Background: an optimization exercise with open tools, aiming at small area. Do not read the settings as production practice. Where RTL was checked, it was by simulation tests only, not by an equivalence proof against the original. Only the layout flow was run in runs 2 and 3; the RTL was not checked for function there. Power and IR drop assume default switching activity.

$ cat flow/run.sh
#!/bin/bash
# synth_recipe.tcl (not shown) runs the flow's synth.tcl, then flattens the netlist and writes it again
# the make line also repeats each setting of config.mk as NAME=value (left out here)
make -C /OpenROAD-flow-scripts/flow DESIGN_CONFIG=/design/flow/config.mk WORK_HOME=/design/flow/orfs CLKGATE_MAP_FILE= SYNTH_SCRIPT=/design/flow/synth_recipe.tcl finish
$ cat flow/constraint.sdc
create_clock -name core_clock -period 10.0 [get_ports {clk}]
set_input_delay 2.0000 -clock core_clock [delete_from_list [all_inputs] [get_ports {clk}]]
set_output_delay 2.0000 -clock core_clock [all_outputs]
set_load 0.01 [all_outputs]
$ cat flow/design.v
`timescale 1ns / 1ps
module uart (
    input  logic       clk,
    input  logic       rst,
    input  logic       rx,
    input  logic       tx_start,
    input  logic [7:0] tx_data,
    output logic       rx_done,
    output logic [7:0] rx_data,
    output logic       tx,
    output logic       tx_busy
);
    logic w_b_tick;
    uart_rx U_UART_RX (
        .clk    (clk),
        .rst    (rst),
        .rx     (rx),
        .b_tick (w_b_tick),
        .rx_data(rx_data),
        .rx_done(rx_done)
    );
    uart_tx U_UART_TX (
        .clk(clk),
        .rst(rst),
        .tx_start(tx_start),
        .tx_data(tx_data),
        .b_tick(w_b_tick),
        .tx_busy(tx_busy),
        .tx(tx)
    );
    baud_tick_gen BAUD_TICK_GEN (
        .clk(clk),
        .rst(rst),
        .b_tick(w_b_tick)
    );
endmodule
module uart_rx #(
    localparam [1:0] IDLE = 2'b00,
    localparam [1:0] RX_START = 2'b01,
    localparam [1:0] RX_DATA = 2'b10,
    localparam [1:0] RX_STOP = 2'b11
) (
    input logic clk,
    input logic rst,
    input logic b_tick,
    input logic rx,
    output logic rx_done,
    output logic [7:0] rx_data
);
    logic [1:0] state_reg, state_next;
    logic [3:0] b_tick_cnt_reg, b_tick_cnt_next;
    logic [2:0] bit_cnt_reg, bit_cnt_next;
    logic [7:0] rx_data_reg, rx_data_next;
    logic rx_done_reg, rx_done_next;
    assign rx_data = rx_data_reg;
    assign rx_done = rx_done_reg;
    always_ff @(posedge clk, posedge rst) begin
        if (rst) begin
            state_reg <= IDLE;
            b_tick_cnt_reg <= 0;
            bit_cnt_reg <= 0;
            rx_data_reg <= 0;
            rx_done_reg <= 1'b0;
        end else begin
            state_reg <= state_next;
            b_tick_cnt_reg <= b_tick_cnt_next;
            bit_cnt_reg <= bit_cnt_next;
            rx_data_reg <= rx_data_next;
            rx_done_reg <= rx_done_next;
        end
    end
    always_comb begin
        state_next = state_reg;
        b_tick_cnt_next = b_tick_cnt_reg;
        bit_cnt_next = bit_cnt_reg;
        rx_data_next = rx_data_reg;
        rx_done_next = rx_done_reg;
        case (state_reg)
            IDLE: begin
                rx_done_next = 1'b0;
                if (!rx) begin
                    bit_cnt_next = 0;
                    b_tick_cnt_next = 0;
                    state_next = RX_START;
                end
            end
            RX_START: begin
                if (b_tick) begin
                    if (b_tick_cnt_reg == 8) begin
                        b_tick_cnt_next = 0;
                        state_next = RX_DATA;
                    end else begin
                        b_tick_cnt_next = b_tick_cnt_reg + 1;
                    end
                end
            end
            RX_DATA: begin
                if (b_tick) begin
                    if (b_tick_cnt_reg == 15) begin
                        b_tick_cnt_next = 0;
                        rx_data_next = {rx, rx_data_reg[7:1]};
                        if (bit_cnt_reg == 7) begin
                            state_next = RX_STOP;
                        end else begin
                            bit_cnt_next = bit_cnt_reg + 1;
                        end
                    end else begin
                        b_tick_cnt_next = b_tick_cnt_reg + 1;
                    end
                end
            end
            RX_STOP: begin
                if (b_tick) begin
                    if (b_tick_cnt_reg == 15) begin
                        b_tick_cnt_next = 0;
                        rx_done_next = 1'b1;
                        state_next = IDLE;
                    end else begin
                        b_tick_cnt_next = b_tick_cnt_reg + 1;
                    end
                end
            end
        endcase
    end
endmodule
module uart_tx #(
    localparam [1:0] IDLE = 2'b00,
    localparam [1:0] TX_START = 2'b01,
    localparam [1:0] TX_DATA = 2'b10,
    localparam [1:0] TX_STOP = 2'b11
) (
    input logic clk,
    input logic rst,
    input logic b_tick,
    input logic tx_start,
    input logic [7:0] tx_data,
    output logic tx,
    output logic tx_busy
);
    logic [1:0] state_reg, state_next;
    logic tx_busy_reg, tx_busy_next;
    logic tx_reg, tx_next;
    logic [7:0] data_buf_reg, data_buf_next;
    logic [3:0] b_tick_cnt_reg, b_tick_cnt_next;
    logic [2:0] bit_cnt_reg, bit_cnt_next;
    assign tx_busy = tx_busy_reg;
    assign tx = tx_reg;
    always_ff @(posedge clk, posedge rst) begin
        if (rst) begin
            state_reg <= IDLE;
            b_tick_cnt_reg <= 4'b0000;
            bit_cnt_reg <= 3'b000;
            tx_busy_reg <= 1'b0;
            tx_reg <= 1'b1;
            data_buf_reg <= 8'h00;
        end else begin
            state_reg <= state_next;
            tx_busy_reg <= tx_busy_next;
            tx_reg <= tx_next;
            data_buf_reg <= data_buf_next;
            b_tick_cnt_reg <= b_tick_cnt_next;
            bit_cnt_reg <= bit_cnt_next;
        end
    end
    always_comb begin
        state_next = state_reg;
        tx_busy_next = tx_busy_reg;
        tx_next = tx_reg;
        data_buf_next = data_buf_reg;
        b_tick_cnt_next = b_tick_cnt_reg;
        bit_cnt_next = bit_cnt_reg;
        case (state_reg)
            IDLE: begin
                tx_next = 1'b1;
                tx_busy_next = 1'b0;
                if (tx_start) begin
                    tx_busy_next = 1'b1;
                    b_tick_cnt_next = 0;
                    data_buf_next = tx_data;
                    state_next = TX_START;
                end
            end
            TX_START: begin
                tx_next = 1'b0;
                tx_busy_next = 1'b1;
                if (b_tick) begin
                    if (b_tick_cnt_reg == 15) begin
                        b_tick_cnt_next = 0;
                        bit_cnt_next = 0;
                        state_next = TX_DATA;
                    end else begin
                        b_tick_cnt_next = b_tick_cnt_reg + 1;
                    end
                end
            end
            TX_DATA: begin
                tx_next = data_buf_reg[0];
                if (b_tick) begin
                    if (b_tick_cnt_reg == 15) begin
                        if (bit_cnt_reg == 7) begin
                            b_tick_cnt_next = 0;
                            state_next = TX_STOP;
                        end else begin
                            b_tick_cnt_next = 0;
                            bit_cnt_next = bit_cnt_reg + 1;
                            data_buf_next = data_buf_reg >> 1;
                        end
                    end else begin
                        b_tick_cnt_next = b_tick_cnt_reg + 1;
                    end
                end
            end
            TX_STOP: begin
                tx_next = 1'b1;
                if (b_tick) begin
                    if (b_tick_cnt_reg == 15) begin
                        tx_busy_next = 1'b0;
                        state_next   = IDLE;
                    end else begin
                        b_tick_cnt_next = b_tick_cnt_reg + 1;
                    end
                end
            end
        endcase
    end
endmodule
module baud_tick_gen #(
    parameter BAUD = 1_000_000,
    parameter BAUD_TICK_COUNT = 100_000_000 / BAUD / 16
) (
    input  logic clk,
    input  logic rst,
    output logic b_tick
);
    logic [$clog2(BAUD_TICK_COUNT)-1 : 0] counter_reg;
    logic b_tick_reg;
    assign b_tick = b_tick_reg;
    always_ff @(posedge clk, posedge rst) begin
        if (rst) begin
            counter_reg <= 0;
            b_tick_reg  <= 1'b0;
        end else begin
            if (counter_reg == BAUD_TICK_COUNT) begin
                counter_reg <= 0;
                b_tick_reg  <= 1'b1;
            end else begin
                counter_reg <= counter_reg + 1;
                b_tick_reg  <= 1'b0;
            end
        end
    end
endmodule
`timescale 1ns / 1ps
module fifo #(
    parameter AWIDTH = 3
) (
    input  logic       clk,
    input  logic       rst,
    input  logic       wr,
    input  logic       rd,
    input  logic [7:0] wdata,
    output logic       full,
    output logic       empty,
    output logic [7:0] rdata
);
    logic [AWIDTH-1:0] waddr;
    logic [AWIDTH-1:0] raddr;
    logic wr_en;
    assign wr_en = wr & ~full;
    register_file U_REGISTER_FILE (
        .*,
        .wr(wr_en)
    );
    fifo_control_unit U_FIFO_CU (.*);
endmodule
module register_file #(
    parameter AWIDTH = 3
) (
    input  logic                clk,
    input  logic                wr,
    input  logic [AWIDTH - 1:0] waddr,
    input  logic [AWIDTH - 1:0] raddr,
    input  logic [         7:0] wdata,
    output logic [         7:0] rdata
);
    logic [7:0] ram[0:2**AWIDTH  -1];   
    assign rdata = ram[raddr];
    always_ff @(posedge clk) begin
        if (wr) begin
            ram[waddr] <= wdata;
        end   
    end
endmodule
module fifo_control_unit #(
    parameter AWIDTH = 3
) (
    input  logic                clk,
    input  logic                rst,
    input  logic                wr,
    input  logic                rd,
    output logic [AWIDTH - 1:0] waddr,
    output logic [AWIDTH - 1:0] raddr,
    output logic                full,
    output logic                empty
);
    logic [AWIDTH - 1:0] waddr_reg, waddr_next;
    logic [AWIDTH - 1:0] raddr_reg, raddr_next;
    logic full_reg, full_next;
    logic empty_reg, empty_next;
    assign waddr = waddr_reg;
    assign raddr = raddr_reg;
    assign full  = full_reg;
    assign empty = empty_reg;
    always_ff @(posedge clk, posedge rst) begin
        if (rst) begin
            waddr_reg <= 0;
            raddr_reg <= 0;
            full_reg  <= 0;
            empty_reg <= 1'b1;
        end else begin
            waddr_reg <= waddr_next;
            raddr_reg <= raddr_next;
            full_reg  <= full_next;
            empty_reg <= empty_next;
        end
    end
    always_comb begin
        waddr_next = waddr_reg;
        raddr_next = raddr_reg;
        full_next  = full_reg;
        empty_next = empty_reg;           
        case ({
            wr, rd
        })
            2'b01: begin   
                if (empty_reg == 0) begin
                    raddr_next = raddr_reg + 1;
                    full_next  = 1'b0;
                    if (waddr_reg == raddr_next) begin
                        empty_next = 1'b1;
                    end
                end
            end
            2'b10: begin   
                if (full_reg == 0) begin
                    waddr_next = waddr_reg + 1;
                    empty_next = 1'b0;
                    if (waddr_next == raddr_reg) begin
                        full_next = 1'b1;
                    end
                end
            end
            2'b11: begin   
                if (full_reg == 1) begin   
                    raddr_next = raddr_reg + 1;
                    full_next  = 1'b0;
                end else if (empty_reg == 1) begin   
                    waddr_next = waddr_reg + 1;
                    empty_next = 1'b0;
                end else begin
                    raddr_next = raddr_reg + 1;
                    waddr_next = waddr_reg + 1;
                end
            end
        endcase
    end
endmodule
`timescale 1ns / 1ps
module uart_fifo (
    input  logic clk,
    input  logic rst,
    input  logic rx,
    output logic tx
);
    logic [7:0] fifo_loopback;
    logic [7:0] uart_rx_data_to_fifo_rx_wdata;
    logic [7:0] fifo_tx_rdata_to_uart_tx_data;
    logic fifo_rx_full;
    logic fifo_rx_empty;
    logic fifo_tx_full;
    logic fifo_tx_empty;
    logic uart_rx_done;
    logic uart_tx_busy;
    uart U_UART (
        .clk     (clk),
        .rst     (rst),
        .rx      (rx),
        .tx_start(~fifo_tx_empty & ~uart_tx_busy),
        .tx_data (fifo_tx_rdata_to_uart_tx_data),
        .rx_done (uart_rx_done),
        .rx_data (uart_rx_data_to_fifo_rx_wdata),
        .tx      (tx),
        .tx_busy (uart_tx_busy)
    );
    fifo U_FIFO_RX (
        .clk  (clk),
        .rst  (rst),
        .wr   (uart_rx_done & ~fifo_rx_full),
        .rd   (~fifo_tx_full & ~fifo_rx_empty),
        .wdata(uart_rx_data_to_fifo_rx_wdata),
        .full (fifo_rx_full),
        .empty(fifo_rx_empty),
        .rdata(fifo_loopback)
    );
    fifo U_FIFO_TX (
        .clk  (clk),
        .rst  (rst),
        .wr   (~fifo_tx_full & ~fifo_rx_empty),
        .rd   (~uart_tx_busy & ~fifo_tx_empty),
        .wdata(fifo_loopback),
        .full (fifo_tx_full),
        .empty(fifo_tx_empty),
        .rdata(fifo_tx_rdata_to_uart_tx_data)
    );
endmodule
$ cat flow/config.mk
export PLATFORM = sky130hd
export DESIGN_NAME = uart_fifo
export DESIGN_NICKNAME = uart_fifo
export VERILOG_FILES = /design/flow/design.v
export SDC_FILE = /design/flow/constraint.sdc
export NUM_CORES = 4
export LEC_CHECK = 0
export CAP_MARGIN = 20
export CORE_MARGIN = 2
export CORE_UTILIZATION = 40
export SLEW_MARGIN = 20
==> results.toml, run 1 <==
[place]
numPortBuffers = 3
postPlaceCellArea_um2 = 8230
gp_congestion = 0.774
hpwl_mm = 8.92

[critical_path]
critPathLaunchType = "register"
crit_path_max_incr_delay_ps = 530
critPathLaunch = "U_UART.U_UART_TX.tx_reg$_DFF_PP1_"
required_ps = 8000
cp_top_family = "buffers and inverters"
cp_max_fo = 1
crit_buf_inv = 1
slowest_stage = "clkdlybuf4s50_1"
crit_chain = "clkdlybuf4s50_1"
cp_data_arrival_time_ps = 1460
regToRegStartpoint = "U_FIFO_TX.U_FIFO_CU.full_reg$_DFFE_PP0P_"
crit_type = "reg2out"
end_kind = "output port"

[status]
outcome = "finished clean"

[timing]
whs_ps = 478
finalSetupTns_ps = 0
setup-violations-final = 0
final.setup_skew_ps = 10.9
fin_crit_sh = 0.346
slew_violations = 0
worstMarginPinSlew_ps = 958
fin_crit_ps = 3460
fmax_mhz = 289
maxSlewHeadroom = 0.359
rsz0062_at_grt = "false"
hold_viol = 0

[global_route]
grt_first_pass_wirelength_mm = 22.4
grt.overflow.total = 0
antenna_found_initial = 0
first_global_vias = 4147
grt_usage = 0.141
grt_max_degree = 58

[drt]
drc = 0
wl_met2_mm = 7.30
drt_wl_total_mm = 13.9
wl_met3_um = 365
wl_per_cell_um = 18.0
first_pass_iters = 5
ant_nets = 0
via_per_inst = 5.23
wl_met1_mm = 5.93
dr.first_iter.drc_count = 252
dr.max_layer_used = "met4"
vias = 4032

[floorplanning]
initial_core_util = 0.408
dieArea_um2 = 21000
core_area_um2 = 19500
fp.dieH_um = 145
fp.dieW_um = 145
io_pins = 4
num_rows = 51

[yosys]
async_flop_share = 0.308
ys_warn_count = 5
syn_nets = 509
synth_largest_area_cell = "edfxtp_1"
synth_cell_types = 60
synthFlopType = "edfxtp_1"
ys_seq_area_frac = 0.663
synth-edff-count = 128
yosysTopAreaCellShare = 0.484
synth_area_um2 = 7950
synth_seq_cells = 185
synth_area_leaders = "edfxtp_1 (48%), dfrtp_1 (17%), mux4_2 (8.8%)"
synthCells = 485
syn_area_per_cell_um2 = 16.4

[layout]
fillers = 1676
fin_area_um2 = 8740
nets = 517
reg_top3 = "U_FIFO_RX.U_REGISTER_FILE.ram (64), U_FIFO_TX.U_REGISTER_FILE.ram (64)"
area_growth_syn_to_layout_pct = 10.0
drive_gt1_frac = 0.211
antenna_cells = 0
fin_util = 0.449

[power]
total_power_uw = 1410
ir_drop_uv = 123
powerDensity_nw_per_um2 = 161
power.leakage_uw = 0.00278

[cts]
cts_resized = 0
cts_root_buf = "clkbuf_16"
path_clk_slew_ps = 60
cts_setup_buffers = 0
hold_buffers = 0
cts_buffer_depth = 2
cts_made_buffers = 17
cts_max_level = 4
cts.sinks = 185
cts_tree = "done"
clk_latency_ps = 430

[worst_hold_path]
timing.hold.worst.start = "U_UART.BAUD_TICK_GEN.counter_reg[2]$_DFF_PP0_"
hp-class = "reg2reg"

[job]
drv_cap = 0
==> layout make-up <==
class | count | area (µm²) | area share
flip-flops and latches | 185 | 5270 | 0.603
inverters | 13 | 48.8 | 0.00558
clock buffers | 22 | 444 | 0.0508
clock inverters | 10 | 70.1 | 0.00801
well taps | 265 | 332 | 0.0379
repair buffers | 8 | 67.6 | 0.00773
multi-input cells | 268 | 2510 | 0.287
==> synthesized netlist by cell type, types with 7 or more instances <==
cell type,n
nand2_1,31
mux2i_1,13
inv_1,13
mux2_2,22
edfxtp_1,128
nand2b_1,7
xnor2_1,9
nor2_1,27
nand3_1,9
dfrtp_1,54
ha_1,21
o21ai_0,9
xor2_1,11
mux4_2,31
==> per-stage QoR <==
step	std cells	setup slack (ps)
floorplan	485	6610
global placement	739	6630
detailed placement	739	6610
CTS	771	6510
global route	771	6500
finish	771	6540
==> cell families (layout without fill, tap and decap cells) <==
| family | after synthesis | count (layout) | share of synthesized area |
|---|---|---|---|
| fa+ha+maj | 21 | 21 | 0.0331 |
| compound gates | 55 | 55 | 0.0541 |
| xor+xnor | 20 | 20 | 0.0220 |
| simple gates | 104 | 104 | 0.0669 |
| flops | 185 | 185 | 0.663 |
| mux | 68 | 68 | 0.138 |
| buf+inv | 32 | 53 | 0.0222 |
==> cell usage in the layout (no fill, tap or decap), drive strengths merged, types with 6 or more instances in the layout <==
master / instances
o221ai: 7
mux2i: 13
clkinv: 7
mux4: 31
xor2: 11
a22o: 6
dfrtp: 54
xnor2: 9
nand3: 9
a21oi: 7
edfxtp: 128
ha: 21
o21ai: 13
nand2: 32
nand2b: 7
nor2: 27
clkbuf: 22
mux2: 24
nor3: 7
inv: 16
==> worst paths after layout <==
kind / slack (ps) / cells after the start / end
setup / recovery: 6540 / 1 / tx
hold / removal: 480 / 1 / U_UART.BAUD_TICK_GEN.counter_reg[0]$_DFF_PP0_
setup reg to reg: 7640 / 3 / U_FIFO_TX.U_REGISTER_FILE.ram[3][3]$_DFFE_PP_
hold reg to reg: 480 / 1 / U_UART.BAUD_TICK_GEN.counter_reg[0]$_DFF_PP0_
max in group asynchronous: 7440 / 3 / U_UART.U_UART_TX.tx_busy_reg$_DFFE_PP0P_
min in group asynchronous: 2100 / 3 / U_UART.BAUD_TICK_GEN.counter_reg[2]$_DFF_PP0_
==> layer usage <==
layer	GRT usage	vias to the layer above
met1	0.169	2076
met4	0.0559	0
met3	0.0314	22
li1	-	1875
met5	0	-
met2	0.247	59
==> power breakdown <==
part / switching (µW) / internal, µW / total, µW
Combinational: 4.57 / 0.985 / 5.55
Clock: 276 / 319 / 595
Sequential: 0 / 811 / 811
==> run 2: changes to the inputs <==
==> flow/design.v (replaced) <==
`timescale 1ns / 1ps
module uart_fifo (
    input  logic clk,
    input  logic rst,
    input  logic rx,
    output logic tx
);
    logic [2:0] bcnt;
    logic       tick;
    assign tick = (bcnt == 3'd0);
    always_ff @(posedge clk, posedge rst) begin
        if (rst) bcnt <= 3'd7;
        else if (bcnt == 3'd6) bcnt <= 3'd0;
        else if (bcnt == 3'd7) bcnt <= 3'd1;
        else bcnt <= bcnt + 3'd1;
    end
    logic [1:0] rs;
    logic [3:0] rbtc;
    logic [2:0] rbit;
    logic [7:0] rdata;
    logic       rdone;
    always_ff @(posedge clk, posedge rst) begin
        if (rst) begin
            rs    <= 2'd0;
            rdone <= 1'b0;
        end else begin
            rdone <= 1'b0;
            case (rs)
                2'd0: if (!rx) rs <= 2'd1;
                2'd1: if (tick && rbtc == 4'd8) rs <= 2'd2;
                2'd2: if (tick && rbtc == 4'd15 && rbit == 3'd7) rs <= 2'd3;
                2'd3: if (tick && rbtc == 4'd15) begin
                    rs    <= 2'd0;
                    rdone <= 1'b1;
                end
            endcase
        end
    end
    always_ff @(posedge clk) begin
        case (rs)
            2'd0: begin
                rbtc <= 4'd0;
                rbit <= 3'd0;
            end
            2'd1: if (tick) rbtc <= (rbtc == 4'd8) ? 4'd0 : rbtc + 4'd1;
            default: if (tick) begin
                rbtc <= rbtc + 4'd1;
                if (rbtc == 4'd15 && rs == 2'd2) begin
                    rdata <= {rx, rdata[7:1]};
                    rbit  <= rbit + 3'd1;
                end
            end
        endcase
    end
    logic [4:0] n;
    logic       mv;
    logic       tx_idle;
    logic       wr, pop, rx_full, tx_empty;
    assign rx_full  = mv ? (n == 5'd15) : (n == 5'd16);
    assign tx_empty = (n == 5'd0) | (mv & (n == 5'd1));
    assign wr  = rdone & ~rx_full;
    assign pop = ~tx_empty & tx_idle;
    always_ff @(posedge clk, posedge rst) begin
        if (rst) begin
            n  <= 5'd0;
            mv <= 1'b0;
        end else begin
            n  <= n + {4'd0, wr} - {4'd0, pop};
            mv <= (n < 5'd8) ? wr : (n == 5'd8) ? (wr & pop) : pop;
        end
    end
    logic [7:0] ring[0:15];
    logic [3:0] dw, dr;
    logic       pw, pr, blk;
    logic       we, re;
    logic [7:0] port;
    assign we   = pw & (dw == 4'd0) & ~(blk & pr);
    assign re   = pr & (dr == 4'd0);
    assign port = we ? rdata : ring[15];
    always_ff @(posedge clk) begin
        ring[0] <= port;
        for (int i = 1; i < 16; i++) ring[i] <= ring[i-1];
    end
    always_ff @(posedge clk, posedge rst) begin
        if (rst) begin
            dw  <= 4'd0;
            dr  <= 4'd0;
            pw  <= 1'b0;
            pr  <= 1'b0;
            blk <= 1'b0;
        end else begin
            if (wr) begin
                pw  <= 1'b1;
                blk <= pr | pop;
            end else if (we) begin
                pw  <= 1'b0;
                blk <= 1'b0;
            end
            if (!we) dw <= dw - 4'd1;
            if (pop) pr <= 1'b1;
            else if (re) pr <= 1'b0;
            if (!re) dr <= dr - 4'd1;
        end
    end
    logic [1:0] ts;
    logic [3:0] tbtc;
    logic [2:0] tbit;
    logic [7:0] tbuf;
    logic       txr;
    assign tx_idle = (ts == 2'd0);
    assign tx = txr;
    always_ff @(posedge clk, posedge rst) begin
        if (rst) begin
            ts  <= 2'd0;
            txr <= 1'b1;
        end else begin
            case (ts)
                2'd0: begin
                    txr <= 1'b1;
                    if (pop) ts <= 2'd1;
                end
                2'd1: begin
                    txr <= 1'b0;
                    if (tick && tbtc == 4'd15) ts <= 2'd2;
                end
                2'd2: begin
                    txr <= tbuf[0];
                    if (tick && tbtc == 4'd15 && tbit == 3'd7) ts <= 2'd3;
                end
                2'd3: begin
                    txr <= 1'b1;
                    if (tick && tbtc == 4'd15) ts <= 2'd0;
                end
            endcase
        end
    end
    always_ff @(posedge clk) begin
        if (re) tbuf <= port;
        else if (ts == 2'd2 && tick && tbtc == 4'd15) tbuf <= {1'b0, tbuf[7:1]};
        if (ts == 2'd0) tbtc <= 4'd0;
        else if (tick) tbtc <= tbtc + 4'd1;
        if (ts == 2'd1) tbit <= 3'd0;
        else if (ts == 2'd2 && tick && tbtc == 4'd15) tbit <= tbit + 3'd1;
    end
endmodule
==> run 2 against run 1 <==
Compared with the run above: wire length down 49%; flip-flop and latch count down 1; final cell count down 24%; critical path depth unchanged; clock-buffer cell count up 1; largest cell class unchanged.
==> results.toml, run 2 <==
[yosys]
ys_seq_area_frac = 0.734
syn_nets = 409
synthCells = 372
synth-edff-count = 23
syn_area_per_cell_um2 = 14.8
synth_seq_cells = 184
synthTopCellsByCount = "dfxtp_1 (135), ha_1 (33), inv_1 (24)"
yosysTopAreaCellShare = 0.490
yosysMostFrequentCell = "dfxtp_1"
ys_warn_count = 2
synth_cell_types = 47
async_flop_share = 0.141
synthFlopType = "dfxtp_1"
synth_area_um2 = 5510
synth_largest_area_cell = "dfxtp_1"
synth_area_leaders = "dfxtp_1 (49%), edfxtp_1 (13%), dfrtp_1 (10%)"

[timing]
whs_ps = 322
slew_violations = 0
finalSetupTns_ps = 0
fin_crit_sh = 0.345
worstMarginPinSlew_ps = 563
fin_crit_ps = 3450
setup-violations-final = 0
fin_ws_ps = 6550
fmax_mhz = 290
rsz0062_at_grt = "false"
maxSlewHeadroom = 0.621
hold_viol = 0
final.setup_skew_ps = 7.68

[cts]
cts_max_level = 4
cts_buffer_depth = 2
cts_resized = 0
hold_buffers = 0
path_clk_slew_ps = 70
cts_setup_buffers = 0
clk_latency_ps = 410
cts_root_buf = "clkbuf_16"
cts.sinks = 184
cts_tree = "done"
cts_made_buffers = 17

[power]
ir_drop_uv = 151
swShare = 0.190
p_switching_uw = 276
intPower_uw = 1170
pwr-share-clk = 0.482
pwr-share-seq = 0.516
powerDensity_nw_per_um2 = 226
power.leakage_uw = 0.00268
pwr-share-comb = 0.002

[critical_path]
slowest_stage = "dfstp_2"
cp_top_family = "flip-flops"
cp_max_fo = 1
end_kind = "output port"
ff2ff_path_depth = 12
crit_type = "reg2out"
required_ps = 8000
crit_cells = 1
crit_path_max_incr_delay_ps = 520
crit_buf_inv = 1
critPathLaunchType = "register"
cp_data_arrival_time_ps = 1450
crit_chain = "clkdlybuf4s50_1"

[global_route]
busiest_layer = "met2"
grt_max_degree = 27
grt.overflow.total = 0
grt_use_met1 = 0.143
first_global_vias = 2612
grt_first_pass_wirelength_mm = 12.4
grt_use_met2 = 0.165
antenna_found_initial = 0
met3_usage = 0.0409
grt_usage = 0.110

[layout]
largest_reg_flops = 128
multi_input_area_um2 = 1360
drive_gt1_frac = 0.162
layout_commonest_cell = "dfxtp_1"
fin_util = 0.481
final_cell_mix = "dfxtp_1 (135), ha_1 (33), inv_1 (23), edfxtp_1 (23), dfrtp_1 (22)"
top_register = "ring"
area_growth_syn_to_layout_pct = 16.4
nets = 431
fillers = 1186
reg_top3 = "ring (128), rdata (8), tbuf (8)"
regArea_um2 = 4050
antenna_cells = 0

[place]
numPortBuffers = 3
gp_congestion = 0.724
dp_slack_ps = 6700
hpwl_mm = 4.37

[drt]
drc = 0
dr.first_iter.drc_count = 104
drt_wl_total_mm = 7.02
vias = 2556
via_per_inst = 4.38
first_pass_iters = 6
ant_nets = 0
wl_per_cell_um = 12.0

[floorplanning]
num_rows = 42
fp.dieW_um = 121
dieArea_um2 = 14700
core_area_um2 = 13300
fp.dieH_um = 121
io_pins = 4
initial_core_util = 0.413

[status]
outcome = "finished clean"

[worst_hold_path]
whs_path_depth = 0
hp-class = "reg2reg"

[job]
drv_cap = 0
-- run 2: cell count changes in the layout (fill, tap and decap cells not counted), moves of 7 or more --
cell,before,now
dfrtp_1,54,22
ha_1,21,33
mux2i_1,13,6
o21ai_0,9,2
mux4_2,31,0
nand2_1,31,12
inv_1,12,23
dfxtp_1,0,135
edfxtp_1,128,23
-- run 2: power by group through the flow --
stage	sequential [µW]	clock, µW	combinational [µW]
floorplan	763	0	1.55
global placement	763	0	3.10
finish	747	697	2.95
detailed placement	763	0	3.13
global route	747	746	3.59
CTS	747	712	3.14
-- run 2: cell type report --
type / count / area share
Multi-Input combinational cell: 161 / 0.212
Tap cell: 176 / 0.0343
Inverter: 24 / 0.0140
Timing Repair Buffer: 6 / 0.00819
Clock inverter: 9 / 0.0191
Sequential cell: 184 / 0.631
Clock buffer: 23 / 0.0811
-- run 2: final timing paths --
| kind | start | end | slack (ps) |
|---|---|---|---|
| max | txr$_DFF_PP1_ | tx | 6550 |
| min reg2reg | ring[8][6]$_DFF_P_ | ring[9][6]$_DFF_P_ | 320 |
| max in group asynchronous | rst | dr[2]$_DFFE_PP0N_ | 7660 |
| min | ring[8][6]$_DFF_P_ | ring[9][6]$_DFF_P_ | 320 |
| max reg2reg | n[1]$_DFF_PP0_ | n[4]$_DFF_PP0_ | 7280 |
| min in group asynchronous | rst | rs[1]$_DFFE_PP0P_ | 1960 |
-- run 2: logic make-up after synthesis --
logic type	count (synthesis)	share of synthesized area
AOI/OAI and AO/OA	22	0.0297
xor gates and xnor gates	14	0.0222
adders and majority gates	34	0.0785
buffers and inverters	27	0.0200
DFF	184	0.734
muxes	25	0.0517
and+or+nand+nor	66	0.0635
-- run 2: metal layers --
metal / up-vias / part of all wire
li1: 1293 / -
met1: 1227 / 0.51
met3: 11 / 0.029
met2: 25 / 0.45
met5: - / 0
met4: 0 / 0.014
-- run 2: stage by stage --
step	total power, µW	instances	area (µm²)
after detailed placement	766	551	5770
after floorplan	765	372	5510
after global routing	1500	583	6420
after global placement	766	551	5770
final	1450	583	6420
after CTS	1460	583	6420
==> run 3: changes to the inputs <==
--- a/flow/config.mk
+++ b/flow/config.mk
@@ -8,4 +8,5 @@
 export CAP_MARGIN = 20
 export CORE_MARGIN = 2
 export CORE_UTILIZATION = 40
+export CTS_BUF_LIST = sky130_fd_sc_hd__clkbuf_8
 export SLEW_MARGIN = 20
==> run 3 against run 2 <==
Compared with the run above: still clean on timing, DRC and antenna; wire length is 2.0% lower; critical path depth stayed put; worst hold slack worse by 1.8 ps; global-route usage is 0.11 points lower; worst setup slack worse by 33 ps; core utilization is 1.4 points lower; largest power group unchanged.
==> results.toml, run 3 <==
[timing]
fin_crit_ps = 3480
hold_viol = 0
final.setup_skew_ps = 13.5
slew_violations = 0
fmax_mhz = 287
setup-violations-final = 0
rsz0062_at_grt = "false"
finalSetupTns_ps = 0
worstMarginPinSlew_ps = 574
maxSlewHeadroom = 0.613
fin_crit_sh = 0.348

[yosys]
synthCells = 372
syn_nets = 409
synth-edff-count = 23
synthFlopType = "dfxtp_1"
syn_area_per_cell_um2 = 14.8
ys_warn_count = 2
synth_seq_cells = 184
ys_seq_area_frac = 0.734
synth_area_leaders = "dfxtp_1 (49%), edfxtp_1 (13%), dfrtp_1 (10%)"
yosysMostFrequentCell = "dfxtp_1"
yosysTopAreaCellShare = 0.490
synth_largest_area_cell = "dfxtp_1"
async_flop_share = 0.141
synth_area_um2 = 5510
synth_cell_types = 47
synthTopCellsByCount = "dfxtp_1 (135), ha_1 (33), inv_1 (24)"

[layout]
area_growth_syn_to_layout_pct = 13.1
layout_commonest_cell = "dfxtp_1"
final_cell_mix = "dfxtp_1 (135), ha_1 (33), inv_1 (24), edfxtp_1 (23), dfrtp_1 (22)"
drive_gt1_frac = 0.162
fillers = 1210
nets = 431
antenna_cells = 0
top_register = "ring"
reg_top3 = "ring (128), rdata (8), tbuf (8)"
largest_reg_flops = 128

[floorplanning]
fp.dieW_um = 121
initial_core_util = 0.413
dieArea_um2 = 14700
core_area_um2 = 13300
fp.dieH_um = 121
io_pins = 4
num_rows = 42

[critical_path]
crit_type = "reg2out"
cp_max_fo = 1
crit_path_max_incr_delay_ps = 520
cp_top_family = "flip-flops"
critPathLaunchType = "register"
required_ps = 8000
cp_data_arrival_time_ps = 1480
crit_chain = "clkdlybuf4s50_1"
end_kind = "output port"
slowest_stage = "dfstp_2"
crit_buf_inv = 1

[drt]
via_per_inst = 4.36
dr.first_iter.drc_count = 118
wl_per_cell_um = 11.8
first_pass_iters = 6
ant_nets = 0
drt_wl_total_mm = 6.88
drc = 0
vias = 2544

[cts]
cts_setup_buffers = 0
hold_buffers = 0
clk_latency_ps = 440
cts_buffer_depth = 2
cts.sinks = 184
path_clk_slew_ps = 90
cts_tree = "done"
cts_made_buffers = 17
cts_root_buf = "clkbuf_8"
cts_resized = 0
cts_max_level = 4

[global_route]
grt_first_pass_wirelength_mm = 12.2
met3_usage = 0.0395
grt_usage = 0.109
grt_use_met1 = 0.142
grt_use_met2 = 0.162
first_global_vias = 2608
antenna_found_initial = 0
busiest_layer = "met2"
grt.overflow.total = 0
grt_max_degree = 27

[power]
power.leakage_uw = 0.00260
total_power_uw = 1300
pwr-share-seq = 0.575
powerDensity_nw_per_um2 = 208
pwr-share-clk = 0.423
pwr-share-comb = 0.002
intPower_uw = 1040
p_switching_uw = 254
swShare = 0.196
ir_drop_uv = 131

[place]
gp_congestion = 0.724
numPortBuffers = 3
hpwl_mm = 4.37

[worst_hold_path]
hp-class = "reg2reg"

[job]
drv_cap = 0

[status]
outcome = "finished clean"
-- run 3: cells by family (layout without fill, tap and decap cells) --
family	Yosys count	in the layout	synth area share
adder cells (fa/ha/maj)	34	34	0.0785
multiplexers	25	25	0.0517
AND/OR/NAND/NOR	66	66	0.0635
AO/OA/AOI/OAI	22	22	0.0297
buffers and inverters	27	62	0.0200
XOR/XNOR	14	14	0.0222
flip-flops	184	184	0.734
-- run 3: path summary, 6_finish.rpt --
path | cells after the start | to | slack (ps) | from
worst max-delay path | 1 | tx | 6520 | txr$_DFF_PP1_
worst min-delay path | 0 | ring[2][0]$_DFF_P_ | 320 | ring[1][0]$_DFF_P_
worst max register to register | 12 | n[4]$_DFF_PP0_ | 7270 | n[1]$_DFF_PP0_
worst min register to register | 0 | ring[2][0]$_DFF_P_ | 320 | ring[1][0]$_DFF_P_
max in group asynchronous | 2 | dr[2]$_DFFE_PP0N_ | 7690 | rst
min in group asynchronous | 2 | rs[1]$_DFFE_PP0P_ | 1930 | rst
-- run 3: layer usage --
metal | part of all wire | wire length [µm] | up-vias
li1 | - | - | 1288
met5 | 0 | 0 | -
met4 | 0.016 | 113 | 0
met1 | 0.51 | 3490 | 1226
met2 | 0.45 | 3070 | 19
met3 | 0.030 | 206 | 11
-- run 3: area by class of cell --
type	instances	area (µm²)	share of cell area
multi-input cells	161	1360	0.218
inverters	24	90.1	0.0144
flip-flops and latches	184	4050	0.649
clock buffers	20	275	0.0442
repair buffers	6	52.6	0.00843
clock inverters	12	186	0.0299
well taps	176	220	0.0353
-- run 3: power by group through the flow --
stage / logic [µW] / registers (µW) / clock network, µW
2_1_floorplan: 1.55 / 763 / 0
3_3_place_gp: 3.10 / 763 / 0
3_5_place_dp: 3.13 / 763 / 0
4_1_cts: 3.14 / 746 / 563
5_1_grt: 3.59 / 747 / 596
6_report: 2.96 / 746 / 549
-- run 3: through the flow --
stage	area, µm²	hold slack, ps	setup WS [ps]	utilization	std cells
2_1_floorplan	5510	310	7350	-	372
3_3_place_gp	5770	312	6710	0.433	551
4_1_cts	6230	323	6480	0.467	583
3_5_place_dp	5770	312	6700	0.433	551
5_1_grt	6230	327	6460	0.467	583
6_report	6230	320	6520	0.467	583
==> run 4: changes to the inputs <==
--- a/flow/design.v
+++ b/flow/design.v
@@ -52,39 +52,39 @@
             end
         endcase
     end
-    logic [4:0] n;
-    logic       mv;
+    logic [3:0] rcnt, tcnt;
     logic       tx_idle;
-    logic       wr, pop, rx_full, tx_empty;
-    assign rx_full  = mv ? (n == 5'd15) : (n == 5'd16);
-    assign tx_empty = (n == 5'd0) | (mv & (n == 5'd1));
-    assign wr  = rdone & ~rx_full;
-    assign pop = ~tx_empty & tx_idle;
+    logic       wr, xfer, pop;
+    assign wr   = rdone & (rcnt != 4'd8);
+    assign xfer = (rcnt != 4'd0) & (tcnt != 4'd8);
+    assign pop  = (tcnt != 4'd0) & tx_idle;
     always_ff @(posedge clk, posedge rst) begin
         if (rst) begin
-            n  <= 5'd0;
-            mv <= 1'b0;
+            rcnt <= 4'd0;
+            tcnt <= 4'd0;
         end else begin
-            n  <= n + {4'd0, wr} - {4'd0, pop};
-            mv <= (n < 5'd8) ? wr : (n == 5'd8) ? (wr & pop) : pop;
+            rcnt <= rcnt + {3'd0, wr} - {3'd0, xfer};
+            tcnt <= tcnt + {3'd0, xfer} - {3'd0, pop};
         end
     end
     logic [7:0] ring[0:15];
-    logic [3:0] dw, dr;
+    logic [3:0] ph;          
+    logic [3:0] wp, rp;
     logic       pw, pr, blk;
     logic       we, re;
     logic [7:0] port;
-    assign we   = pw & (dw == 4'd0) & ~(blk & pr);
-    assign re   = pr & (dr == 4'd0);
+    assign we   = pw & (ph == wp) & ~(blk & pr);
+    assign re   = pr & (ph == rp);
     assign port = we ? rdata : ring[15];
     always_ff @(posedge clk) begin
+        ph <= ph + 4'd1;
         ring[0] <= port;
         for (int i = 1; i < 16; i++) ring[i] <= ring[i-1];
     end
     always_ff @(posedge clk, posedge rst) begin
         if (rst) begin
-            dw  <= 4'd0;
-            dr  <= 4'd0;
+            wp  <= 4'd0;
+            rp  <= 4'd0;
             pw  <= 1'b0;
             pr  <= 1'b0;
             blk <= 1'b0;
@@ -96,10 +96,10 @@
                 pw  <= 1'b0;
                 blk <= 1'b0;
             end
-            if (!we) dw <= dw - 4'd1;
+            if (we) wp <= wp + 4'd1;
             if (pop) pr <= 1'b1;
             else if (re) pr <= 1'b0;
-            if (!re) dr <= dr - 4'd1;
+            if (re) rp <= rp + 4'd1;
         end
     end
     logic [1:0] ts;
--- a/flow/config.mk
+++ b/flow/config.mk
@@ -8,5 +8,4 @@
 export CAP_MARGIN = 20
 export CORE_MARGIN = 2
 export CORE_UTILIZATION = 40
-export CTS_BUF_LIST = sky130_fd_sc_hd__clkbuf_8
 export SLEW_MARGIN = 20
==> run 4 against run 3 <==
Compared with the run above: register-to-register slack better by 500 ps; die area up 6.1%; total power up 10%; non-clock buffer count down 1; area after synthesis up 6.3%; still clean; sequential power up 3.4%.
==> results.toml, run 4 <==
[global_route]
first_global_vias = 2951
grt_max_degree = 29
grt.overflow.total = 0
grt_usage = 0.115
grt_first_pass_wirelength_mm = 14.0
antenna_found_initial = 0

[cts]
cts_buffer_depth = 2
cts_root_buf = "clkbuf_16"
cts_max_level = 4
cts_made_buffers = 17
cts_setup_buffers = 0
cts.sinks = 190
cts_tree = "done"
hold_buffers = 0
path_clk_slew_ps = 70
cts_resized = 0
clk_latency_ps = 420

[job]
drv_cap = 0

[yosys]
yosysMostFrequentCell = "dfxtp_1"
synthSimpleGateAreaFrac = 0.0655
synth_top_family_by_area = "adder cells"
synth_area_um2 = 5860
synth_xor_area_frac = 0.0404
synthFlopType = "dfxtp_1"
synth-compound-area-share = 0.0683
synth-edff-count = 23
ys_seq_area_frac = 0.713
syn_nets = 457
ys_warn_count = 2
synth_area_leaders = "dfxtp_1 (47%), edfxtp_1 (12%), dfrtp_1 (10%)"
synthTopCellsByCount = "dfxtp_1 (139), ha_1 (32), dfrtp_1 (24), inv_1 (24), edfxtp_1 (23)"
synth_fa_ha_area_frac = 0.0751
async_flop_share = 0.147
synth_cell_types = 50
synthCells = 420
synth_largest_area_cell = "dfxtp_1"
yosysTopAreaCellShare = 0.475
syn_area_per_cell_um2 = 14.0
synth_seq_cells = 190
synthMuxAreaShare = 0.0115

[place]
gp_congestion = 0.742
placed_cells = 603
hpwl_mm = 5.10
dp_slack_ps = 6640
numPortBuffers = 3

[critical_path]
crit_chain = "clkdlybuf4s50_1"
r2r_slack_ps = 7770
critPathLaunchType = "register"
end_kind = "output port"
slowest_stage = "clkdlybuf4s50_1"
regToRegEndpoint = "tbuf[3]$_DFFE_PP_"
required_ps = 8000
cp_max_fo = 1
cp_data_arrival_time_ps = 1450
regToRegStartpoint = "pr$_DFFE_PP0P_"
crit_buf_inv = 1
crit_type = "reg2out"
cp_top_family = "buffers and inverters"
crit_path_max_incr_delay_ps = 520
ff2ff_path_depth = 4
critPathLaunch = "txr$_DFF_PP1_"

[drt]
drc = 0
first_pass_iters = 4
dr.first_iter.drc_count = 169
ant_nets = 0
via_per_inst = 4.59
wl_per_cell_um = 12.7
vias = 2917
drt_wl_total_mm = 8.07

[floorplanning]
dieArea_um2 = 15600
num_rows = 44
initial_core_util = 0.406
fp.dieW_um = 125
core_area_um2 = 14400
io_pins = 4
fp.dieH_um = 125

[layout]
layout_commonest_cell = "dfxtp_1"
instances_no_fill = 635
area_growth_syn_to_layout_pct = 13.7
antenna_cells = 0
regArea_um2 = 4180
fillers = 1292
multi_input_area_um2 = 1530
top_register = "ring"
drive_gt1_frac = 0.120
nets = 475
final_cell_mix = "dfxtp_1 (139), ha_1 (32), dfrtp_1 (24), inv_1 (23), edfxtp_1 (23)"
largest_reg_flops = 128
reg_top3 = "ring (128), rdata (8), tbuf (8)"

[timing]
fin_crit_ps = 3450
slew_violations = 0
final.setup_skew_ps = 6.50
setup-violations-final = 0
fmax_mhz = 290
fin_ws_ps = 6550
maxSlewHeadroom = 0.475
hold_viol = 0
fin_crit_sh = 0.345
rsz0062_at_grt = "false"
worstMarginPinSlew_ps = 788
finalSetupTns_ps = 0

[worst_hold_path]
whs_path_depth = 0
hp-class = "reg2reg"
min_to = "ring[14][5]$_DFF_P_"
timing.hold.worst.start = "ring[13][5]$_DFF_P_"

[power]
powerDensity_nw_per_um2 = 214
total_power_uw = 1430
ir_drop_uv = 182
power.leakage_uw = 0.00283

[status]
outcome = "finished clean"
-- run 4: cell types whose count changed in the layout (fill, tap and decap cells not counted), moves of 5 or more --
cell,delta
a21oi_1,+5
a41oi_1,+5
clkbuf_16,+17
clkbuf_8,-19
mux2_2,-14
nand2_1,+9
nand3_1,+15
o21ai_0,+12
xnor2_1,+5
xor2_1,+8
-- run 4: cells by family (layout without fill, tap and decap cells) --
kind of cell	after synthesis	after routing
buffers and inverters	30	61
xor gates and xnor gates	27	27
muxes	6	6
and+or+nand+nor	77	77
adders and majority gates	34	34
DFF	190	190
AOI/OAI and AO/OA	56	56
-- run 4: per-layer routing --
metal	share of wire	vias up	GRT usage
met5	0	-	0
met4	0.022	0	0.0601
met3	0.032	13	0.0475
met2	0.43	29	0.161
met1	0.51	1417	0.152
li1	-	1458	-
-- run 4: final cells by class --
cell class                      instances  area share
Inverter                               24      0.0135
Clock buffer                           18      0.0659
Multi-Input combinational cell        200       0.230
Sequential cell                       190       0.627
Timing Repair Buffer                    5     0.00676
Clock inverter                         14      0.0224
Tap cell                              184      0.0346
-- run 4: report_power, final --
| group | switching (µW) | internal [µW] | total (µW) |
|---|---|---|---|
| registers | 0 | 771 | 771 |
| clock network | 294 | 360 | 654 |
| logic | 2.35 | 0.725 | 3.08 |
| total | 297 | 1130 | 1430 |
-- run 4: how the worst max path moves through the flow --
stage               slack, ps  depth (start not counted)           endpoint
floorplan                7430                          1    blk$_DFFE_PP0P_
finish                   6550                          1                 tx
detailed placement       6640                          2  rs[0]$_DFFE_PP0P_
CTS                      6520                          1                 tx
global placement         6680                          2  rs[0]$_DFFE_PP0P_
global route             6500                          1                 tx
-- run 4: stage by stage --
| stage | util | hold slack, ps | instance area (µm²) |
|---|---|---|---|
| after global placement | 0.421 | 312 | 6070 |
| after global routing | 0.462 | 330 | 6660 |
| after floorplan | - | 310 | 5860 |
| after CTS | 0.462 | 328 | 6660 |
| after detailed placement | 0.421 | 312 | 6070 |
| final | 0.462 | 325 | 6660 |

re-timing with driven ports:
How much do the figures lean on ideal ports? The routed layouts below were timed once more, with nothing changed but the port constraints.
Step 1 (the two cells are an assumption about what drives the block):
set clk [get_ports {clk}]
set_driving_cell -lib_cell sky130_fd_sc_hd__clkbuf_16 $clk
set_driving_cell -lib_cell sky130_fd_sc_hd__buf_2 [delete_from_list [all_inputs] $clk]
Step 2 also shifts input and output timing later by t, the mid clock arrival at the registers, as if the neighbouring blocks saw the same clock.
a / b / c = ideal ports / drivers / drivers and shift; a / b = the first two.
run	shift t [ns]	slack for setup (ns)	worst data-port slew with drivers (ns)
run 1	0.467	6.535 / 6.494 / 6.601	0.03
run 2	0.440	6.552 / 6.517 / 6.823	0.03
run 3	0.462	6.519 / 6.488 / 6.827	0.03
run 4	0.461	6.546 / 6.505 / 6.966	0.03
After both steps setup and hold are still met in every run listed.
